What follows belongs to an exercise in optimizing a design on an open flow for small area, a short achievable clock period and few clock cycles; a production flow would make more cautious choices.
RTL that was checked went through simulation tests only; none was proved equivalent to the original.
The RTL of run 2 was laid out without a check of its function.

==> flow/design.v (outline; a module is shown in full before it is edited, if it fits) <==
// module PE: 2802 lines
module PE (
	input clk,
	input rst,
	input PE_en,
	input [13-1:0] i_config,
	input [32-1:0] ifmap,
	input [32-1:0] filter,
	input [32-1:0] ipsum,
	input ifmap_valid,
	input filter_valid,
	input ipsum_valid,
	input opsum_ready,
	output reg [32-1:0] opsum,
	output reg ifmap_ready,
	output reg filter_ready,
	output reg ipsum_ready,
	output reg opsum_valid
);
  // ...
==> flow/flow/run.sh <==
#!/bin/bash
# Standard ORFS layout, with repair_timing asked for more setup margin than the clock needs.
set -euo pipefail
bash standard.sh SETUP_SLACK_MARGIN=8 TNS_END_PERCENT=100 finish > standard.log 2>&1
==> flow/standard.sh <==
#!/bin/bash
# synth_recipe.tcl (not shown) runs the flow's synth.tcl, then flattens the netlist and writes it again
# the make line also repeats each setting of config.mk as NAME=value (left out here)
make -C /OpenROAD-flow-scripts/flow DESIGN_CONFIG=/design/flow/config.mk WORK_HOME=/design/flow/orfs CLKGATE_MAP_FILE= SYNTH_SCRIPT=/design/flow/synth_recipe.tcl "${@:-finish}"
==> flow/config.mk <==
export PLATFORM = sky130hd
export DESIGN_NAME = PE
export DESIGN_NICKNAME = PE
export VERILOG_FILES = /design/flow/design.v
export SDC_FILE = /design/flow/constraint.sdc
export NUM_CORES = 8
export LEC_CHECK = 0
export CAP_MARGIN = 20
export CORE_MARGIN = 2
export CORE_UTILIZATION = 40
export SLEW_MARGIN = 20
==> flow/constraint.sdc <==
create_clock -name core_clock -period 12.0 [get_ports {clk}]
set_input_delay 2.4000 -clock core_clock [delete_from_list [all_inputs] [get_ports {clk}]]
set_output_delay 2.4000 -clock core_clock [all_outputs]
set_load 0.01 [all_outputs]
==> results_tabular.tex, run 1 <==
\begin{tabular}{lr}
\hline
Metric & Value \\
\hline
\multicolumn{2}{l}{\textbf{Run status}} \\
Result of the run & timing/DRC/antenna clean \\
\multicolumn{2}{l}{\textbf{Global routing}} \\
M3 GR Usage & 6.103\% \\
Overflow after GRT & 0 \\
Antenna violations before repair & 7 \\
Layer with the highest usage & met2 \\
\multicolumn{2}{l}{\textbf{Finish}} \\
Count of inverters other than clock inverters in the layout & 694 \\
Max-area cell class & multi-input combinational cells \\
Most common cell after layout, fill and taps aside & edfxtp\_1 \\
Multi-input combinational cell area & 0.02973 sq mm \\
Diodes inserted & 1 \\
Fillers & around 12k \\
Flip-flop count of the largest register after layout & 384 \\
\multicolumn{2}{l}{\textbf{Placed design}} \\
Placement Cell Area & around 0.060 sq mm \\
\multicolumn{2}{l}{\textbf{Worst hold path}} \\
Worst min-delay path class & flop to flop \\
Number of cells traversed by the worst hold path & 0 \\
\multicolumn{2}{l}{\textbf{Timing}} \\
Final critical delay including setup and external delays & 5.069 ns \\
Tightest hold margin & around 0.43 ns \\
F\_max & just under 200 MHz \\
Fin. Hold Viols & 0 \\
Worst Setup Slack, final & roughly 6.9 ns \\
\multicolumn{2}{l}{\textbf{Floorplanning}} \\
Starting density of the core & roughly 40\% \\
\multicolumn{2}{l}{\textbf{Yosys}} \\
Top-area cell type share of the netlist area & 43.15\% \\
Synthesized netlist net count & about 5.1k \\
Mux cell area share after synthesis & 6.021\% \\
Netlist area before placement & approximately 0.055 sq mm \\
\multicolumn{2}{l}{\textbf{Clock network}} \\
Post-CTS Setup Inserts & between 200 and 250 \\
\multicolumn{2}{l}{\textbf{Critical path}} \\
Reg2Reg Capture Point & ca\_5\_6 \\
Nature of the critical path endpoint & flop \\
\multicolumn{2}{l}{\textbf{Route}} \\
DR WL met3 & 17.05 mm \\
Detailed-route vias per instance & 5.418 \\
\hline
\end{tabular}
Testbench counts, summed over its fixed seeds: cycles 9,744.
==> run 2, diff against run 1 <==
--- a/flow/design.v
+++ b/flow/design.v
@@ -23,19 +23,22 @@
 reg cst;           
 reg [1:0] cp;      
 reg [4:0] ccol;    
 reg [1:0] cq;      
 wire f_fire = filter_valid & filter_ready;
 wire i_fire = ifmap_valid & ifmap_ready;
 wire p_fire = ipsum_valid & ipsum_ready;
 reg vA, lA, vB, lB, olast;
-reg [1:0] np;                       
-wire o_free = !opsum_valid | opsum_ready;
-wire c_go = vB & (np != 2'd0) & o_free;    
+reg np;                             
+reg sfull, slast;                   
+reg [31:0] sk_o;
+wire o_take = !opsum_valid | opsum_ready;
+wire hasp = np;
+wire c_go = vB & hasp & !sfull;            
 wire adv = !vB | c_go;                     
 wire job_end = opsum_valid & opsum_ready & olast;
 reg [383:0] fmem;
 reg [2:0] kw;      
 reg [1:0] fr;      
 reg fdone;         
 wire [1:0] e_rs = busy ? crs : i_config[11:10];
 wire [1:0] e_p = busy ? cp : i_config[8:7];
@@ -43,129 +46,173 @@
 wire f_last = f_rowlast & (kw[1:0] == e_p);
 always @(posedge clk) begin
 	for (i = 0; i < 12; i = i + 1)
 		if (f_fire && kw[1:0] == i / 3 && fr == i % 3)
 			fmem[i*32 +: 32] <= filter;
 end
 always @(posedge clk or posedge rst) begin
 	if (rst) begin
-		kw <= 3'd0; fr <= 2'd0; fdone <= 1'b0; filter_ready <= 1'b1;
+		kw <= 3'd0; fr <= 2'd0; fdone <= 1'b0; filter_ready <= 1'b0; kwd <= 3'd0;
 	end else if (job_end) begin
-		kw <= 3'd0; fr <= 2'd0; fdone <= 1'b0; filter_ready <= 1'b1;
+		kw <= 3'd0; fr <= 2'd0; fdone <= 1'b0; filter_ready <= 1'b1; kwd <= 3'd0;
 	end else if (f_fire) begin
+		kwd <= kw;
 		fr <= f_rowlast ? 2'd0 : fr + 2'd1;
 		if (f_rowlast) kw <= kw + 3'd1;
-		if (f_last) begin fdone <= 1'b1; filter_ready <= 1'b0; end
+		if (f_last) fdone <= 1'b1;
+		filter_ready <= !f_last;
+	end else begin
+		filter_ready <= !fdone;
+		kwd <= kw;
 	end
 end
-reg [31:0] q0, q1, q2, q3, q4;
+reg [31:0] q0, q1, q2, q3;
 reg [2:0] nq;
 reg [4:0] ci;      
 reg [1:0] ki;      
 reg idone;         
+reg [3:0] sk0;     
+reg sk1, sk2, sk3;
+reg [11:0] xen;    
 wire [1:0] nout_m1 = cdw ? cq : cp;
 wire last_in_col = (ki == nout_m1);
 wire last_col = (ci == ccol);
 wire win_ok = (nq > {1'b0, crs}) & (!last_in_col | last_col | !cst | (nq >= 3'd2));
-wire filt_ok = cdw ? (kw != 3'd0) : (kw > {1'b0, ki});
+reg [2:0] kwd;     
+wire filt_ok = cdw ? (kwd != 3'd0) : (kwd > {1'b0, ki});
 wire fin_ok = !(last_in_col & last_col) | fdone;
 wire can_issue = busy & !idone & win_ok & filt_ok & fin_ok;
 wire issue = can_issue & adv;
 wire pop = issue & last_in_col & !last_col;
 wire [2:0] nq_pop = pop ? (nq - {2'b0, cst} - 3'd1) : nq;
 wire [31:0] iword = ifmap ^ 32'h80808080;
 always @(posedge clk) begin
 	if (i_fire && nq_pop == 3'd0) q0 <= iword; else if (pop) q0 <= cst ? q2 : q1;
 	if (i_fire && nq_pop == 3'd1) q1 <= iword; else if (pop) q1 <= cst ? q3 : q2;
-	if (i_fire && nq_pop == 3'd2) q2 <= iword; else if (pop) q2 <= cst ? q4 : q3;
-	if (i_fire && nq_pop == 3'd3) q3 <= iword; else if (pop) q3 <= q4;
-	if (i_fire && nq_pop == 3'd4) q4 <= iword;
+	if (i_fire && nq_pop == 3'd2) q2 <= iword; else if (pop && !cst) q2 <= q3;
+	if (i_fire && nq_pop == 3'd3) q3 <= iword;
 end
 wire [2:0] nq_next = nq_pop + {2'b0, i_fire};
+reg [31:0] p0;
+wire np_next = (np & !c_go) | p_fire;
+wire vB_next = adv ? vA : vB;
+wire sfull_next = !o_take & (sfull | c_go);
+wire c_go_next = vB_next & np_next & !sfull_next;
+wire adv_n = !vB_next | c_go_next;
+wire [1:0] ki_n = issue ? (last_in_col ? 2'd0 : ki + 2'd1) : ki;
+wire [4:0] ci_n = (issue & last_in_col & !last_col) ? ci + 5'd1 : ci;
+wire idone_n = idone | (issue & last_in_col & last_col);
+wire lic_n = (ki_n == nout_m1);
+wire lc_n = (ci_n == ccol);
+wire filt_ok_n = cdw ? (kw != 3'd0) : (kw > {1'b0, ki_n});
+wire pop_n = busy & !job_end & !idone_n & filt_ok_n & adv_n & lic_n & !lc_n;
 always @(posedge clk or posedge rst) begin
 	if (rst) begin
-		nq <= 3'd0; ifmap_ready <= 1'b1;
+		nq <= 3'd0; ifmap_ready <= 1'b0;
 	end else if (job_end) begin
 		nq <= 3'd0; ifmap_ready <= 1'b1;
 	end else begin
 		nq <= nq_next;
-		ifmap_ready <= (nq_next != 3'd5);
+		ifmap_ready <= (nq_next != 3'd4) | pop_n;
 	end
 end
-reg [31:0] p0, p1;
-wire [1:0] np_go = np - {1'b0, c_go};
-wire [1:0] np_next = np_go + {1'b0, p_fire};
 always @(posedge clk) begin
-	if (p_fire && np_go == 2'd0) p0 <= ipsum; else if (c_go) p0 <= p1;
-	if (p_fire && np_go == 2'd1) p1 <= ipsum;
+	if (p_fire) p0 <= ipsum;
 end
 always @(posedge clk or posedge rst) begin
 	if (rst) begin
-		np <= 2'd0; ipsum_ready <= 1'b1;
+		np <= 1'b0; ipsum_ready <= 1'b0;
 	end else begin
 		np <= np_next;
-		ipsum_ready <= (np_next != 2'd2);
+		ipsum_ready <= !np_next | c_go_next;
 	end
 end
 always @(posedge clk or posedge rst) begin
 	if (rst) begin
 		busy <= 1'b0;
 		cdw <= 1'b0; crs <= 2'd0; cst <= 1'b0; cp <= 2'd0; ccol <= 5'd0; cq <= 2'd0;
 		ci <= 5'd0; ki <= 2'd0; idone <= 1'b0;
+		sk0 <= 4'd0; sk1 <= 1'b0; sk2 <= 1'b0; sk3 <= 1'b0; xen <= 12'd0;
 	end else begin
 		if (PE_en && !busy) begin
 			busy <= 1'b1;
 			cdw <= i_config[12]; crs <= i_config[11:10]; cst <= i_config[9];
 			cp <= i_config[8:7]; ccol <= i_config[6:2]; cq <= i_config[1:0];
 		end
+		sk0 <= sk0_n; sk1 <= sk1_n; sk2 <= sk2_n; sk3 <= sk3_n;
+		xen <= xen_n;
 		if (job_end) begin
 			busy <= 1'b0; ci <= 5'd0; ki <= 2'd0; idone <= 1'b0;
 		end else if (issue) begin
 			if (last_in_col) begin
 				ki <= 2'd0;
 				if (last_col) idone <= 1'b1; else ci <= ci + 5'd1;
 			end else begin
 				ki <= ki + 2'd1;
 			end
 		end
 	end
 end
 always @(posedge clk or posedge rst) begin
 	if (rst) begin
 		vA <= 1'b0; lA <= 1'b0; vB <= 1'b0; lB <= 1'b0;
-		opsum_valid <= 1'b0; olast <= 1'b0;
+		opsum_valid <= 1'b0; olast <= 1'b0; sfull <= 1'b0; slast <= 1'b0;
 	end else begin
 		if (adv) begin
 			vA <= can_issue; lA <= last_in_col & last_col;
 			vB <= vA; lB <= lA;
 		end
-		opsum_valid <= c_go | (opsum_valid & !opsum_ready);
-		if (c_go) olast <= lB;
+		if (o_take) begin
+			opsum_valid <= sfull | c_go;
+			olast <= sfull ? slast : lB;
+			sfull <= 1'b0;
+		end else if (c_go) begin
+			sfull <= 1'b1;
+			slast <= lB;
+		end
 	end
 end
-wire [3:0] kh = 4'b0001 << ki;
-wire [7:0] fs00, fs01, fs02, fs03, fs10, fs11, fs12, fs13, fs20, fs21, fs22, fs23;
-wire [7:0] xs00, xs01, xs02, xs03, xs10, xs11, xs12, xs13, xs20, xs21, xs22, xs23;
-function [7:0] fsel(input [1:0] r, input [1:0] ch);
-	integer k;
-	reg en;
-	reg s;
-	begin
-		en = (r <= crs) & (cdw | (ch <= cq));
-		fsel = 8'd0;
-		for (k = 0; k < 4; k = k + 1) begin
-			s = en & (cdw ? (k == 0 && kh[ch]) : kh[k]);
-			fsel = fsel | ({8{s}} & fmem[(k*3 + r)*32 + ch*8 +: 8]);
+reg [11:0] xen_n;
+reg [3:0] sk0_n;
+reg sk1_n, sk2_n, sk3_n;
+always @(*) begin
+	sk0_n = sk0; sk1_n = sk1; sk2_n = sk2; sk3_n = sk3;
+	xen_n = xen;
+	if (PE_en && !busy) begin
+		for (i = 0; i < 12; i = i + 1)
+			xen_n[i] = (i / 4 <= i_config[11:10]) & (i_config[12] | (i % 4 <= i_config[1:0]));
+		sk0_n = i_config[12] ? 4'b0001 : 4'b1111; sk1_n = 1'b0; sk2_n = 1'b0; sk3_n = 1'b0;
+	end else if (issue) begin
+		if (cdw) begin
+			sk0_n = last_in_col ? 4'b0001 : {sk0[2:0], 1'b0};
+		end else begin
+			sk0_n = {4{last_in_col}};
+			sk1_n = !last_in_col & (ki == 2'd0);
+			sk2_n = !last_in_col & (ki == 2'd1);
+			sk3_n = !last_in_col & (ki == 2'd2);
 		end
 	end
-endfunction
-assign fs00 = fsel(2'd0, 2'd0); assign fs01 = fsel(2'd0, 2'd1); assign fs02 = fsel(2'd0, 2'd2); assign fs03 = fsel(2'd0, 2'd3);
-assign fs10 = fsel(2'd1, 2'd0); assign fs11 = fsel(2'd1, 2'd1); assign fs12 = fsel(2'd1, 2'd2); assign fs13 = fsel(2'd1, 2'd3);
-assign fs20 = fsel(2'd2, 2'd0); assign fs21 = fsel(2'd2, 2'd1); assign fs22 = fsel(2'd2, 2'd2); assign fs23 = fsel(2'd2, 2'd3);
+end
+wire [7:0] fs00, fs01, fs02, fs03, fs10, fs11, fs12, fs13, fs20, fs21, fs22, fs23;
+wire [7:0] xs00, xs01, xs02, xs03, xs10, xs11, xs12, xs13, xs20, xs21, xs22, xs23;
+reg [95:0] fsr;
+integer fr_i, fc_i;
+always @(posedge clk) begin
+	for (fr_i = 0; fr_i < 3; fr_i = fr_i + 1)
+		for (fc_i = 0; fc_i < 4; fc_i = fc_i + 1)
+			fsr[fr_i*32 + fc_i*8 +: 8] <= {8{xen_n[fr_i*4 + fc_i]}} & (
+				  ({8{sk0_n[fc_i]}} & fmem[(0*3 + fr_i)*32 + fc_i*8 +: 8])
+				| ({8{sk1_n}} & fmem[(1*3 + fr_i)*32 + fc_i*8 +: 8])
+				| ({8{sk2_n}} & fmem[(2*3 + fr_i)*32 + fc_i*8 +: 8])
+				| ({8{sk3_n}} & fmem[(3*3 + fr_i)*32 + fc_i*8 +: 8]));
+end
+assign {fs03, fs02, fs01, fs00} = fsr[31:0];
+assign {fs13, fs12, fs11, fs10} = fsr[63:32];
+assign {fs23, fs22, fs21, fs20} = fsr[95:64];
 assign {xs03, xs02, xs01, xs00} = q0;
 assign {xs13, xs12, xs11, xs10} = q1;
 assign {xs23, xs22, xs21, xs20} = q2;
 reg ca_0_0;
 reg ca_0_1;
 reg ca_1_0;
 reg ca_2_0;
 reg ca_2_1;
@@ -2792,11 +2839,12 @@
 		cb_15_1 <= t_2248;
 		cb_16_0 <= t_2251;
 		cb_16_1 <= t_2250;
 		cb_17_0 <= t_2253;
 		cb_17_1 <= t_2252;
 		cb_18_0 <= t_2224;
 		cb_18_1 <= t_2254;
 	end
-	if (c_go) opsum <= result;
+	if (o_take) opsum <= sfull ? sk_o : result;
+	if (!o_take && c_go) sk_o <= result;
 end
 endmodule
==> flow/flow/run.sh (replaced) <==
#!/bin/bash
# Layout flow: the standard synthesis, then a netlist pass (fapol.py) that
# re-polarises full adders to drop the inverters synthesis leaves between them,
# then the standard ORFS layout with repair_timing asked for extra setup margin.
set -euo pipefail
RES=$PWD/orfs/results/sky130hd/PE/base
LIB=$FLOW_HOME/platforms/sky130hd/lib/sky130_fd_sc_hd__tt_025C_1v80.lib
bash standard.sh synth > synth.log 2>&1
cp $RES/1_2_yosys.v $RES/1_2_yosys.orig.v
python3 flow/fapol.py $LIB $RES/1_2_yosys.orig.v $RES/1_2_yosys.v > fapol.log 2>&1
rm -f $RES/1_synth.odb
bash standard.sh SETUP_SLACK_MARGIN=8.2 TNS_END_PERCENT=100 'BUFFER_PORTS_ARGS=-buffer_cell sky130_fd_sc_hd__buf_2' finish > standard.log 2>&1
==> flow/flow/fapol.py (new file) <==
#!/usr/bin/env python3
"""Re-polarise full adders (and simple gates) in a mapped sky130hd netlist.

A full adder is self-dual: FA(~a, ~b, ~c) = (~cout, ~sum).  Yosys' extract_fa
leaves inverters between chained fa cells.  This pass chooses, for every fa
cell, whether it computes the true or the complemented function, and for some
simple gates whether to use the cell or its complement (nand2 <-> and2, ...),
so that as few inverters as possible are needed.  It then removes every
inverter and adds back one inverter per signal whose complement is still
read.  Flip-flops, ports and all other cells keep their function and names.

usage: fapol.py LIBERTY IN.v OUT.v [report]
"""
import re, sys, random, math
from collections import defaultdict, Counter

lib, fin, fout = sys.argv[1:4]
rng = random.Random(1)

# ---- liberty: pin directions and areas
txt = open(lib).read()
pindir, AREA = {}, {}
for chunk in re.split(r'\n\s*cell\s*\(', txt)[1:]:
    nm = re.match(r'\s*"?(\w+)"?', chunk).group(1)
    am = re.search(r'area\s*:\s*([\d.]+)', chunk)
    if am:
        AREA[nm] = float(am.group(1))
    d = {}
    for pm in re.finditer(r'\bpin\s*\(\s*"?(\w+)"?\s*\)\s*\{[^{}]*?direction\s*:\s*"?(\w+)"?', chunk, re.S):
        d[pm.group(1)] = pm.group(2)
    pindir[nm] = d
INV = AREA["sky130_fd_sc_hd__inv_1"]

# ---- netlist
src = open(fin).read()
inst_re = re.compile(r'^  (sky130_fd_sc_hd__\w+)\s+(\\\S+ |\S+)\s*\((.*?)\);\n', re.M | re.S)
pin_re = re.compile(r'\.(\w+)\(\s*(\\\S+ |[^()]*?)\s*\)')
insts = []
for m in inst_re.finditer(src):
    pins = [(p, n.strip()) for p, n in pin_re.findall(m.group(3))]
    insts.append(dict(typ=m.group(1), name=m.group(2), pins=pins, span=m.span()))
if re.search(r'^\s*assign\s', src, re.M):
    sys.exit("fapol: netlist has assign statements; not handled")
outports = set()
for m in re.finditer(r'^\s*output\s+(\[(\d+):(\d+)\]\s+)?(\w+);', src, re.M):
    if m.group(1):
        hi, lo = int(m.group(2)), int(m.group(3))
        for b in range(min(hi, lo), max(hi, lo) + 1):
            outports.add(f"{m.group(4)}[{b}]")
    else:
        outports.add(m.group(4))

def is_inv(t): return re.fullmatch(r'sky130_fd_sc_hd__(inv|clkinv)_\d+', t) is not None
def is_fa(t): return re.fullmatch(r'sky130_fd_sc_hd__fa_\d+', t) is not None

driver = {}
for i, ins in enumerate(insts):
    for p, n in ins['pins']:
        if pindir[ins['typ']].get(p) == 'output' and n:
            driver[n] = (i, p)

def root(n):
    par = 0
    for _ in range(1000):
        if n in driver and is_inv(insts[driver[n][0]]['typ']):
            n = dict(insts[driver[n][0]]['pins'])['A']
            par ^= 1
        else:
            return n, par
    sys.exit("fapol: inverter loop")

cons = defaultdict(list)          # root -> [(inst or None, pin/port, parity)]
for i, ins in enumerate(insts):
    if is_inv(ins['typ']):
        continue
    for p, n in ins['pins']:
        if pindir[ins['typ']].get(p) == 'input' and n and not n.startswith("1'"):
            r, par = root(n)
            cons[r].append((i, p, par))
for n in outports:
    r, par = root(n)
    cons[r].append((None, n, par))

fas = [i for i, ins in enumerate(insts) if is_fa(ins['typ'])]
s = {i: 0 for i in fas}
fa_of_root = {}
for i in fas:
    for p, n in insts[i]['pins']:
        if p in ('SUM', 'COUT'):
            fa_of_root[n] = i
fa_inroots = defaultdict(set)
for r, lst in cons.items():
    for ci, p, par in lst:
        if ci is not None and ci in s:
            fa_inroots[ci].add(r)

COMP = {}
for a, b in [("nand2_1", "and2_1"), ("nor2_1", "or2_1"), ("xor2_1", "xnor2_1"),
             ("nand3_1", "and3_1"), ("nor3_1", "or3_1"), ("a21oi_1", "a21o_1"),
             ("o21ai_0", "o21a_1"), ("a22oi_1", "a22o_1"), ("o22ai_1", "o22a_1"),
             ("mux2i_1", "mux2_1"), ("a211oi_1", "a211o_1"), ("o211ai_1", "o211a_1"),
             ("nand4_1", "and4_1"), ("nor4_1", "or4_1"), ("a31oi_1", "a31o_1"),
             ("o31ai_1", "o31a_1")]:
    COMP["sky130_fd_sc_hd__" + a] = "sky130_fd_sc_hd__" + b
    COMP["sky130_fd_sc_hd__" + b] = "sky130_fd_sc_hd__" + a
gates = {}
for i, ins in enumerate(insts):
    if ins['typ'] in COMP:
        outs = [n for p, n in ins['pins'] if pindir[ins['typ']].get(p) == 'output']
        if len(outs) == 1 and outs[0] in cons:
            gates[i] = outs[0]
g_of_root = {n: i for i, n in gates.items()}
gs = {i: 0 for i in gates}

def pol(r):
    if r in fa_of_root: return s[fa_of_root[r]]
    if r in g_of_root: return gs[g_of_root[r]]
    return 0
def need_inv(r):
    pi = pol(r)
    for ci, p, par in cons[r]:
        if par ^ (s[ci] if (ci is not None and ci in s) else 0) != pi:
            return 1
    return 0
def affected(i):
    rs = set(fa_inroots[i])
    for p, n in insts[i]['pins']:
        if p in ('SUM', 'COUT') and n in cons:
            rs.add(n)
    return rs
def gdelta(i):
    t0 = insts[i]['typ']
    return AREA[COMP[t0]] - AREA[t0]

ninv_old = sum(1 for ins in insts if is_inv(ins['typ']))
before = sum(need_inv(r) for r in cons)

# ---- simulated annealing over fa polarities and gate types
moves = [("f", i) for i in fas] + [("g", i) for i in gates]
cur = before * INV
best_cost, best = cur, (dict(s), dict(gs))
T0, T1, N = 4.0, 0.02, 400000
for step in range(N):
    T = T0 * (T1 / T0) ** (step / N)
    kind, i = moves[rng.randrange(len(moves))]
    if kind == "f":
        rs = affected(i)
        c0 = sum(need_inv(r) for r in rs) * INV
        s[i] ^= 1
        d = sum(need_inv(r) for r in rs) * INV - c0
        if d <= 0 or rng.random() < math.exp(-d / T):
            cur += d
        else:
            s[i] ^= 1
    else:
        r = gates[i]
        c0 = need_inv(r) * INV
        gs[i] ^= 1
        d = need_inv(r) * INV + (gdelta(i) if gs[i] else -gdelta(i)) - c0
        if d <= 0 or rng.random() < math.exp(-d / T):
            cur += d
        else:
            gs[i] ^= 1
    if cur < best_cost - 1e-9:
        best_cost, best = cur, (dict(s), dict(gs))
s, gs = best
for i in gates:
    if gs[i]:
        old_t = insts[i]['typ']; new_t = COMP[old_t]
        oo = [p for p, dd in pindir[old_t].items() if dd == 'output']
        no = [p for p, dd in pindir[new_t].items() if dd == 'output']
        assert len(oo) == 1 and len(no) == 1
        insts[i]['pins'] = [((no[0] if p == oo[0] else p), n) for p, n in insts[i]['pins']]
        assert set(p for p, n in insts[i]['pins']) <= set(pindir[new_t]), (old_t, new_t)
        insts[i]['typ'] = new_t
after = sum(need_inv(r) for r in cons)

# ---- rebuild
def fmt(n):
    return n.rstrip() + ' ' if n.startswith('\\') else n
newinv, newwires = {}, []
def phys(r, want):
    if want == pol(r):
        return r
    if r not in newinv:
        k = len(newinv)
        newinv[r] = f"fapol_n{k}"
        newwires.append((f"fapol_inv{k}", r, f"fapol_n{k}"))
    return newinv[r]
newpins = {}
for r, lst in cons.items():
    for ci, p, par in lst:
        req = par ^ (s[ci] if (ci is not None and ci in s) else 0)
        newpins[(ci, p)] = phys(r, req)

out, pos = [], 0
for i, ins in enumerate(insts):
    a, b = ins['span']
    out.append(src[pos:a]); pos = b
    if is_inv(ins['typ']):
        continue
    pins = [(p, newpins.get((i, p), n)) for p, n in ins['pins']]
    body = ",\n".join(f"    .{p}({fmt(n)})" for p, n in pins)
    out.append(f"  {ins['typ']} {ins['name']} (\n{body}\n  );\n")
tail = src[pos:]
extra = []
for n in sorted(outports):
    pn = newpins[(None, n)]
    if pn != n:
        extra.append(f"  sky130_fd_sc_hd__buf_1 fapol_obuf{len(extra)} (\n    .A({fmt(pn)}),\n    .X({n})\n  );\n")
decl = "".join(f"  wire {w};\n" for _, _, w in newwires)
invs = "".join(f"  sky130_fd_sc_hd__inv_1 {nm} (\n    .A({fmt(r)}),\n    .Y({w})\n  );\n" for nm, r, w in newwires)
res = "".join(out)
hdr_end = res.index(');\n') + 3
res = res[:hdr_end] + decl + res[hdr_end:]
tail = tail.replace("endmodule", invs + "".join(extra) + "endmodule", 1)
open(fout, "w").write(res + tail)
print(f"fapol: {len(fas)} fa cells, {sum(s.values())} flipped; {sum(gs.values())} gates swapped; "
      f"inverters {ninv_old} -> {len(newwires)}, port buffers {len(extra)}; area change "
      f"{(len(newwires) - ninv_old) * INV + sum(gdelta(i) * 0 for i in gates):.0f} um2 (inverters only)")
if len(sys.argv) > 4:
    c = Counter()
    for nm, r, w in newwires:
        t = (insts[driver[r][0]]['typ'][18:] + "." + driver[r][1]) if r in driver else "port"
        kinds = Counter(insts[ci]['typ'][18:] if ci is not None else 'port' for ci, p, par in cons[r])
        c[(t, tuple(sorted(kinds)))] += 1
    for k, v in c.most_common(15): print(v, k)
==> flow/config.mk (replaced) <==
export PLATFORM = sky130hd
export DESIGN_NAME = PE
export DESIGN_NICKNAME = PE
export VERILOG_FILES = /design/flow/design.v
export SDC_FILE = /design/flow/constraint.sdc
export NUM_CORES = 8
export LEC_CHECK = 0
export CAP_MARGIN = 20
export CORE_MARGIN = 2
export CORE_UTILIZATION = 40
export CTS_CLUSTER_DIAMETER = 80
export CTS_CLUSTER_SIZE = 30
export SLEW_MARGIN = 20
==> results_tabular.tex, run 2 <==
\begin{tabular}{lr}
\hline
Metric & Value \\
\hline
\multicolumn{2}{l}{\textbf{Floorplanning}} \\
Die Width & $\sim$370 um \\
\# rows & 134 \\
Die area & 0.1375 sq mm \\
Core box area & 0.1335 sq mm \\
Vertical die dimension & 370.8 um \\
I/O pin cnt & 152 \\
Starting density of the core & 40.33\% (+0.085 points) \\
\multicolumn{2}{l}{\textbf{Finish}} \\
Post-Route Utilization & 45.79\% \\
Multi-input combinational cell area & 0.02648 sq mm (-11\%) \\
Largest reg by FF count & fmem \\
FF/Latch Area & 0.02664 sq mm \\
Layout cell share with drive strength beyond 1 & 19.16\% \\
Flip-flop count of the largest register after layout & 384 (unchanged) \\
Fillers & 11.88k (+1.6\%) \\
Most common cell after layout, fill and taps aside & edfxtp\_1 \\
Final Instance Count excl. Fillers & 5,796 \\
Final-stage net count & $\sim$5k \\
Regs by FF count & fmem: 384 flops, fsr: 96 flops \\
Most frequent cells in the layout & 762 x edfxtp\_1, 739 x fa\_1, 678 x nand2\_1, 198 x inv\_1, 163 x and2\_1 \\
Area delta synth->final & 13.55\% \\
\multicolumn{2}{l}{\textbf{Global routing}} \\
Antenna violations before repair & 10 (+3) \\
Vias in the first global route & 34.03k \\
First-pass GRT wire length & approximately 240 mm \\
Maximum number of pins on one net before global-route repair & 74 \\
Overflow after GRT & 0 (unchanged) \\
Overall global routing resource usage & 24.41\% \\
\multicolumn{2}{l}{\textbf{Placed design}} \\
Placed cell count & $\sim$5.5k \\
Number of port buffers & 151 \\
Global placement routability congestion & 1.039 \\
HPWL after detailed placement & 126.6 mm \\
Placement Setup Slack & roughly 6.6 ns \\
\multicolumn{2}{l}{\textbf{Route}} \\
Via total after detailed routing & about 33k \\
Remaining antenna violation count & 0 \\
Initial drt markers & approximately 3.5k \\
Average wire per standard cell & 28.74 um \\
Final routed wirelength across all metal layers & 166.6 mm \\
Drc violations & 0 \\
Number of detailed-routing iterations run before antenna repair & 6 \\
Detailed-route vias per instance & 5.667 (+4.6\%) \\
\multicolumn{2}{l}{\textbf{Timing}} \\
Worst Setup Slack, final & 8.184 ns (+1.252 ns) \\
Fin crit share & around a third \\
Setup repair after global routing missed its margin & yes \\
Headroom to the max-slew limit & 33.17\% \\
Fin. Hold Viols & 0 (unchanged) \\
Tightest hold margin & 0.4187 ns (-0.008316 ns) \\
Slew @ Worst Pin & $\sim$1 ns \\
Max-slew violation total from the final report & 0 \\
Final critical delay including setup and external delays & 3.816 ns (-1.252 ns) \\
F\_max & 262.1 MHz (+33\%) \\
Final setup violating endpoints & 0 \\
Worst clock skew on the final layout & 0.09229 ns \\
Final TNS setup & 0 ns \\
\multicolumn{2}{l}{\textbf{Clock network}} \\
Clock buffer depth & 3 \\
Worst skew pair latency & 0.72 ns \\
Clk Tree Root Cell & clkbuf\_16 \\
H-tree Lvls & 2 \\
Worst-path clk slew & $\sim$0.1 ns \\
CTS tree & built \\
Clk sink count & 923 \\
Hold-fix buffer count after cts & 0 \\
Number of buffers inserted during clock tree synthesis & 50 \\
\multicolumn{2}{l}{\textbf{Critical path}} \\
CP most frequent cell & fa\_1 \\
Critical Setup Path Class & flop to flop \\
Arrival time at the worst endpoint & approximately 4.2 ns \\
Nature of the critical path endpoint & flop \\
Setup crit start kind & flop \\
Highest cell delay on the worst timing path & around 0.62 ns \\
Required time at the worst-slack endpoint & approximately 12 ns \\
Cell at the slowest stage of the critical path & fa\_1 \\
Worst-path fanout max & 4 \\
Cells traversed along the worst timing path & buf\_4 > nand2\_1 > fa\_1 > fa\_1 > fa\_1 > fa\_1 > fa\_1 > inv\_1 \\
\multicolumn{2}{l}{\textbf{Yosys}} \\
Netlist area before placement & 0.05382 sq mm (-2.6\%) \\
Warning count from the yosys run & 1 \\
Mapped Avg Cell Area & 14.62 sq um \\
Synthesized netlist net count & 4,611 (-10\%) \\
Cell count after synthesis & approximately 3.7k \\
\multicolumn{2}{l}{\textbf{Run}} \\
Maximum Capacitance Violations & 0 \\
\multicolumn{2}{l}{\textbf{Worst hold path}} \\
Worst min-delay path class & flop to flop \\
\multicolumn{2}{l}{\textbf{Run status}} \\
Result of the run & timing/DRC/antenna clean \\
\hline
\end{tabular}
## run 2: area by class of cell
cell class              instances  area share [%]
flip-flops and latches        923           43.60
multi-input cells            2463           43.33
repair buffers                343           5.272
well taps                    1768           3.620
clock buffers                  60           2.109
inverters                     202           1.247
clock inverters                33          0.8108
diodes                          4         0.01638
## run 2: repair_timing
action / in CTS / in global routing
pin swaps: 5 / 13
endpoints found under the setup margin: 406 / 248
resized for setup: 127 / 60
buffers inserted: 133 / 25
cloned: 1 / 1
## run 2: final timing paths
kind / from / cells after the start / slack [ns] / endpoint
min in group asynchronous: rst / 3 / 1.99 / ipsum_ready
min: ca_2_0 / 0 / 0.42 / cb_2_0
max in group asynchronous: rst / 3 / 9.37 / cst
max reg2reg: q2[3] / 8 / 8.18 / ca_4_3
min reg2reg: ca_2_0 / 0 / 0.42 / cb_2_0
max: q2[3] / 8 / 8.18 / ca_4_3
## run 2: metal layers
layer / routed length, um / global-route usage [%] / share of wire [%] / vias to the layer above
met1: 67020 / 33.00 / 40 / 17096
met5: 13 / 0 / 0.0078 / -
met3: 16310 / 6.103 / 9.8 / 492
met2: 75050 / 37.95 / 45 / 1856
met4: 8200 / 9.569 / 4.9 / 2
li1: - / - / - / 13399
## run 2: stage by stage
stage               instance area [sq um]
finish                              61110
global route                        61100
CTS                                 60650
detailed placement                  56750
global placement                    56730
floorplan                           53980
## run 2: worst max-delay path: cells and delay by family (launching register included)
kind	cells	cell delay (ns)
adders and majority gates	5	2.66
DFF	1	0.51
buffers and inverters	2	0.24
and+or+nand+nor	1	0.10

==> what the ideal ports hide <==
How much do the figures lean on ideal ports? The routed layouts below were timed once more, with nothing changed but the port constraints.
Step 1: set_driving_cell puts a clkbuf_16 on clk and a buf_2 on each other input, an assumption about the parent block.
Step 2, shift: input delay + t, output delay - t, t = (earliest + latest rising clock arrival at the registers) / 2. This alone moves slack from input paths to output paths.
Slacks: ideal / step 1 / step 2; pairs: ideal / step 1.
| run | t, ns | slack for setup (ns) | worst setup path after step 2 |
|---|---|---|---|
| run 1 | 0.794 | 6.931 / 6.931 / 6.912 | input to register |
| run 2 | 0.754 | 8.184 / 8.184 / 7.592 | input to register |
After both steps setup and hold are still met in every run listed. For run 2, which loses most, drivers alone change the setup slack by 0.000 ns; drivers and shift together by -0.592 ns.
